From an optimization exercise on the open Yosys and OpenROAD flow, aimed at small area and few clock cycles per item; shortcuts taken in it are not production practice.
Only simulation tests tie the RTL to the original design; equivalence was not proved.

## exp/raven
## md5_pipe
module md5_pipe (
    input          clk,
    input          rst_n,       
    input          in_valid,
    output         in_ready,
    input  [63:0]  msg,         
    output         out_valid,
    output [127:0] hash,        
    output [63:0]  out_msg      
);
assign in_ready = 1'b1;
md5 core (
    .clk      (clk),
    .rst_n    (rst_n),
    .in_valid (in_valid),
    .msg      (msg),
    .out_valid(out_valid),
    .hash     (hash),
    .out_msg  (out_msg)
);
endmodule
For scale: ~5,900 flip-flops, roughly 260 I/O pins, ~290,000 sq um of cells after synthesis.
Settings: LEC_CHECK=0, CAP_MARGIN=20, CORE_MARGIN=2, CORE_UTILIZATION=57, GPL_TIMING_DRIVEN=1, PLACE_DENSITY=0.66, SLEW_MARGIN=20; clock period 12.5 ns.
standard.sh (not shown) runs the stock make flow with config.mk's settings and CLKGATE_MAP_FILE= SYNTH_SCRIPT=/design/flow/synth_recipe.tcl, a recipe that flattens the netlist after the stock synthesis.
==> flow/flow/run.sh <==
#!/bin/bash
set -euo pipefail
W=$PWD
rm -rf "$W/scripts_mod"
cp -r "$FLOW_HOME/scripts" "$W/scripts_mod"
cp "$W/flow/abc.script" "$W/scripts_mod/abc_speed.script"
bash "$W/standard.sh" SCRIPTS_DIR="$W/scripts_mod" SYNTH_ARGS=-noabc ADDER_MAP_FILE= \
  "CTS_ARGS=-sink_clustering_enable -repair_clock_nets -dont_use_dummy_load -buf_list sky130_fd_sc_hd__clkbuf_8 -sink_clustering_size 15 -sink_clustering_max_diameter 70" \
  finish > "$W/orfs_make.log" 2>&1
==> flow/flow/abc.script <==
strash
dch
amap
buffer -c
topo
stime -c
upsize -c
dnsize -c
exp/raven reached the end of the flow, and the finished layout is clean on the timing, design-rule and antenna checks.
Testbench counts of exp/raven, summed over its fixed seeds: cycles 6,186, items 6,000.
--- input diff exp/raven..exp/delta ---
==> flow/flow/run.sh <==
#!/bin/bash
# Own layout flow: the standard ORFS flow (standard.sh, all steps from
# synthesis to the final layout), with one change: synthesis maps the logic
# with the ABC script in flow/abc.script instead of ORFS's abc_speed.script.
# Yosys, register mapping, flattening and renaming are the standard flow's own
# (synth_recipe.tcl), so the registers are the standard synthesis's.
set -euo pipefail
W=$PWD
rm -rf "$W/scripts_mod"
cp -r "$FLOW_HOME/scripts" "$W/scripts_mod"
cp "$W/flow/abc.script" "$W/scripts_mod/abc_speed.script"
bash "$W/standard.sh" SCRIPTS_DIR="$W/scripts_mod" SYNTH_ARGS=-noabc ADDER_MAP_FILE= "CTS_ARGS=-sink_clustering_enable -repair_clock_nets -dont_use_dummy_load -buf_list sky130_fd_sc_hd__clkbuf_8 -sink_clustering_size 15 -sink_clustering_max_diameter 70" finish > "$W/orfs_make.log" 2>&1
-- flow/config.mk --
<<< exp/raven, line 8
export CAP_MARGIN = 20
export CORE_MARGIN = 2
export CORE_UTILIZATION = 57
export GPL_TIMING_DRIVEN = 1
export PLACE_DENSITY = 0.66
export SLEW_MARGIN = 20
>>> exp/delta, line 8
export CAP_MARGIN = 20
export CORE_MARGIN = 2
export CORE_UTILIZATION = 50
export CTS_BUF_LIST = sky130_fd_sc_hd__clkbuf_16
export CTS_CLUSTER_DIAMETER = 100
export CTS_CLUSTER_SIZE = 24
export GPL_TIMING_DRIVEN = 0
export SLEW_MARGIN = 20
==> run notes <==
The flow for exp/delta finished, though final verification flagged setup timing. Diff exp/delta and exp/raven: met2 routing resource usage after global routing higher in exp/raven. NOTE: worst relative slew slack in exp/delta falls short of that of exp/raven. [compare] base=exp/raven new=exp/delta: number of violations reported at the end of detailed-routing iteration 0 has decreased, full die area has increased, final setup slack of the worst path has decreased, placer's final routability congestion estimate has decreased.
diff inputs: exp/delta => exp/violet
==> flow/flow/run.sh <==
#!/bin/bash
set -euo pipefail
W=$PWD
rm -rf "$W/scripts_mod"
cp -r "$FLOW_HOME/scripts" "$W/scripts_mod"
cp "$W/flow/abc.script" "$W/scripts_mod/abc_speed.script"
bash "$W/standard.sh" SCRIPTS_DIR="$W/scripts_mod" SYNTH_ARGS=-noabc ADDER_MAP_FILE= \
  "CTS_ARGS=-sink_clustering_enable -repair_clock_nets -dont_use_dummy_load -buf_list sky130_fd_sc_hd__clkbuf_8 -sink_clustering_size 15 -sink_clustering_max_diameter 70" \
  finish > "$W/orfs_make.log" 2>&1
==> flow/config.mk <==
export PLATFORM = sky130hd
export DESIGN_NAME = md5_pipe
export DESIGN_NICKNAME = md5_pipe
export VERILOG_FILES = /design/flow/design.v
export SDC_FILE = /design/flow/constraint.sdc
export NUM_CORES = 8
export LEC_CHECK = 0
export CAP_MARGIN = 20
export CORE_MARGIN = 2
export CORE_UTILIZATION = 54
export GPL_TIMING_DRIVEN = 1
export PLACE_DENSITY = 0.63
export SLEW_MARGIN = 20
Results
exp/violet was carried through to the last stage, and its layout satisfied the timing, design-rule and antenna checks.
In the tables for exp/violet and exp/delta, number of nets at the end of the flow reads higher with exp/violet.
exp/delta was routed with fewer vias than exp/violet.
exp/violet — width of the die 3.8% lower, exp/delta as reference
exp/delta vs exp/violet, slowest cell on the critical path: dfxtp_4 vs clkdlybuf4s50_1
Cell area after placement: higher on exp/violet
For exp/umber, these inputs were changed with respect to exp/violet:
-- flow/config.mk --
<<< exp/violet, line 8
export CAP_MARGIN = 20
export CORE_MARGIN = 2
export CORE_UTILIZATION = 54
export GPL_TIMING_DRIVEN = 1
export PLACE_DENSITY = 0.63
export SLEW_MARGIN = 20
>>> exp/umber, line 8
export CAP_MARGIN = 20
export CORE_MARGIN = 2
export CORE_UTILIZATION = 50
export GPL_TIMING_DRIVEN = 1
export SLEW_MARGIN = 20
Results
Number of global-route vias before repair (exp/umber vs. exp/violet) decreases by a few percent. exp/umber completed every stage of the flow, and the final layout passed the timing, design-rule and antenna checks. Summary: with exp/violet as the reference, total detailed-routing wirelength in exp/umber moved down slightly. Against exp/violet as the reference, exp/umber delivers a higher full die area. Overall fraction of global-route tracks in use for exp/umber: 2.8 points down relative to exp/violet. Number of buffers other than clock buffers in the final layout for exp/umber is higher than for exp/violet. Of the two values seen for last element of the critical path, hash[76] was produced by exp/violet and hash[69] by exp/umber.

========
Another version of the RTL of md5_pipe (not shown whole).
Size: about 34000 cells after synthesis, ~330000 um^2 of cells after synthesis.
## md5_pipe
module md5_pipe (
    input          clk,
    input          rst_n,       
    input          in_valid,
    output         in_ready,
    input  [63:0]  msg,         
    output         out_valid,
    output [127:0] hash,        
    output [63:0]  out_msg      
);
==> flow/config.mk <==
export PLATFORM = sky130hd
export DESIGN_NAME = md5_pipe
export DESIGN_NICKNAME = md5_pipe
export VERILOG_FILES = /design/flow/design.v
export SDC_FILE = /design/flow/constraint.sdc
export NUM_CORES = 8
export LEC_CHECK = 0
export CAP_MARGIN = 5
export CORE_MARGIN = 2
export CORE_UTILIZATION = 50
export SLEW_MARGIN = 5
==> flow/constraint.sdc <==
create_clock -name core_clock -period 12.5 [get_ports {clk}]
set_input_delay 2.5000 -clock core_clock [delete_from_list [all_inputs] [get_ports {clk}]]
set_output_delay 2.5000 -clock core_clock [all_outputs]
set_load 0.01 [all_outputs]
run.sh (not shown) runs the stock make flow with config.mk's settings and CLKGATE_MAP_FILE= SYNTH_SCRIPT=/design/flow/synth_recipe.tcl, a recipe that flattens the netlist after the stock synthesis.
Stock flow here: none of the scripts above is used.
The starting point ran to the end with no violations.
Testbench counts at the start, summed over its fixed seeds: cycles 6,192, items 6,000.
Then changed:
CAP_MARGIN = 20   (was 5)
CTS_BUF_LIST = sky130_fd_sc_hd__clkbuf_8   (was not set)
CTS_CLUSTER_DIAMETER = 60   (was not set)
CTS_CLUSTER_SIZE = 16   (was not set)
GPL_TIMING_DRIVEN = 0   (was not set)
SLEW_MARGIN = 20   (was 5)
Effect:
- global-route usage falls by 1.9 points
- final area decreases by 3.7%
- utilization is lower by 2.1 points
- routed wire length fell by 5.4%
- sequential cell count stays the same
- die area does not change
- first-iteration DRC count is lower by 3.1%
- synthesized area stays the same
- register-to-register slack barely changes

========
build 5:
Another version of the RTL of md5_pipe (not shown whole).
Size in the first run: roughly 32000 cells after synthesis, roughly 5900 flip-flops, about 260 I/O pins, ~320000 um^2 of cells after synthesis.
Design md5_pipe, start of the top module:
module md5_pipe (
    input          clk,
    input          rst_n,       
    input          in_valid,
    output         in_ready,
    input  [63:0]  msg,         
    output         out_valid,
    output [127:0] hash,        
    output [63:0]  out_msg      
);
export LEC_CHECK = 0
export CAP_MARGIN = 20
export CORE_MARGIN = 2
export CORE_UTILIZATION = 50
export CTS_BUF_LIST = sky130_fd_sc_hd__clkbuf_16
export CTS_CLUSTER_DIAMETER = 100
export CTS_CLUSTER_SIZE = 24
export GPL_TIMING_DRIVEN = 0
export SLEW_MARGIN = 20
create_clock -name core_clock -period 12.5 [get_ports {clk}]
standard.sh (not shown) runs the stock make flow with config.mk's settings and CLKGATE_MAP_FILE= SYNTH_SCRIPT=/design/flow/synth_recipe.tcl, a recipe that flattens the netlist after the stock synthesis.
==> flow/flow/run.sh <==
#!/bin/bash
# Own layout flow: the standard ORFS flow (standard.sh, all steps from
# synthesis to the final layout), with one change: synthesis maps the logic
# with the ABC script in flow/abc.script instead of ORFS's abc_speed.script.
# Yosys, register mapping, flattening and renaming are the standard flow's own
# (synth_recipe.tcl), so the registers are the standard synthesis's.
set -euo pipefail
W=$PWD
rm -rf "$W/scripts_mod"
cp -r "$FLOW_HOME/scripts" "$W/scripts_mod"
cp "$W/flow/abc.script" "$W/scripts_mod/abc_speed.script"
bash "$W/standard.sh" SCRIPTS_DIR="$W/scripts_mod" SYNTH_ARGS=-noabc "CTS_ARGS=-sink_clustering_enable -repair_clock_nets -dont_use_dummy_load -buf_list sky130_fd_sc_hd__clkbuf_8 -sink_clustering_size 15 -sink_clustering_max_diameter 70" finish > "$W/orfs_make.log" 2>&1
==> flow/flow/abc.script <==
&get -n
&st
&dch
&nf -R 40
&put
buffer -c
topo
stime -c
upsize -c
dnsize -c
Testbench counts of build 5, summed over its fixed seeds: cycles 6,186, items 6,000.
The inputs of build 57 differ from those of build 5 as listed below.
-- flow/flow/run.sh --
<<< build 5, line 11
cp "$W/flow/abc.script" "$W/scripts_mod/abc_speed.script"
bash "$W/standard.sh" SCRIPTS_DIR="$W/scripts_mod" SYNTH_ARGS=-noabc "CTS_ARGS=-sink_clustering_enable -repair_clock_nets -dont_use_dummy_load -buf_list sky130_fd_sc_hd__clkbuf_8 -sink_clustering_size 15 -sink_clustering_max_diameter 70" finish > "$W/orfs_make.log" 2>&1
>>> build 57, line 11
cp "$W/flow/abc.script" "$W/scripts_mod/abc_speed.script"
bash "$W/standard.sh" SCRIPTS_DIR="$W/scripts_mod" SYNTH_ARGS=-noabc RECOVER_POWER=100 finish > "$W/orfs_make.log" 2>&1
- Area: build 57 vs build 5 -> build 57 larger
- Per the comparison of build 57 with build 5, initial antenna violation count +1, wire length after detailed routing -3800 um.
### build 57 -> build 89
-- flow/flow/run.sh --
<<< build 57, line 11
cp "$W/flow/abc.script" "$W/scripts_mod/abc_speed.script"
bash "$W/standard.sh" SCRIPTS_DIR="$W/scripts_mod" SYNTH_ARGS=-noabc RECOVER_POWER=100 finish > "$W/orfs_make.log" 2>&1
>>> build 89, line 11
cp "$W/flow/abc.script" "$W/scripts_mod/abc_speed.script"
bash "$W/standard.sh" SCRIPTS_DIR="$W/scripts_mod" finish > "$W/orfs_make.log" 2>&1
[summary]
- Compared to build 57, build 89 has all-layer global routing usage 0.38 points higher.
- Sequential share of layout area: build 89 < build 57
- Changes observed in build 89 relative to build 57: final cell count increased by 1400 relative to the old numbers, number of stages on the worst hold path was more or less identical, clock buffer instance count of the final layout grew by 6.
- Per the comparison of build 89 with build 57, worst path setup slack after routing went up by 49 ps, final routed wirelength across all metal layers went up by 22000 um, global-route wire length before repair went up by about 2%.

[afterwards: timing with drivers on the ports]
In the flow no input, the clock included, has a driving cell. The finished layouts below were timed again as built, in two steps.
Step 1, drivers: a clkbuf_16 drives clk and a buf_2 each remaining input, both assumed.
Step 2 adds t to the input delays and takes it off the output delays; t is the mean of the earliest and latest rising clock arrival at the registers after step 1. Input paths then give back, and output paths get back, about the clock's delay inside the block.
a / b / c = no drivers / after step 1 / after step 2; a / b = the first two.
run	shift t [ns]	setup WS [ns]	worst hold slack (ns)	slew at the worst register clock pin (ns)	pins driven straight from the clock port
exp/raven	1.371	0.338 / 0.212 / -0.135	0.223 / 0.223 / 0.223	0.12 / 0.12	1
exp/delta	1.372	-0.015 / -0.164 / -0.418	0.239 / 0.239 / 0.239	0.11 / 0.11	1
exp/violet	1.375	0.481 / 0.350 / -0.164	0.274 / 0.274 / 0.274	0.11 / 0.11	1
exp/umber	1.367	0.358 / 0.216 / -0.090	0.270 / 0.270 / 0.270	0.11 / 0.11	1
the first run of note 2	1.260	0.307 / 0.307 / 0.307	0.283 / 0.283 / 0.283	0.07 / 0.07	1
the second run of note 2	1.453	0.293 / 0.293 / 0.293	0.286 / 0.286 / 0.286	0.11 / 0.11	1
build 5	1.417	0.463 / 0.307 / -0.610	0.258 / 0.258 / 0.258	0.10 / 0.10	1
build 57	1.158	0.423 / 0.290 / -0.375	0.309 / 0.309 / 0.309	0.11 / 0.11	1
build 89	1.175	0.472 / 0.335 / -0.494	0.293 / 0.293 / 0.293	0.11 / 0.11	1
Met with ideal ports but missed after step 2: setup timing in 6 of these runs. The setup slack of build 5, which loses most, moves by -0.156 ns with the drivers and by -1.073 ns with both steps.
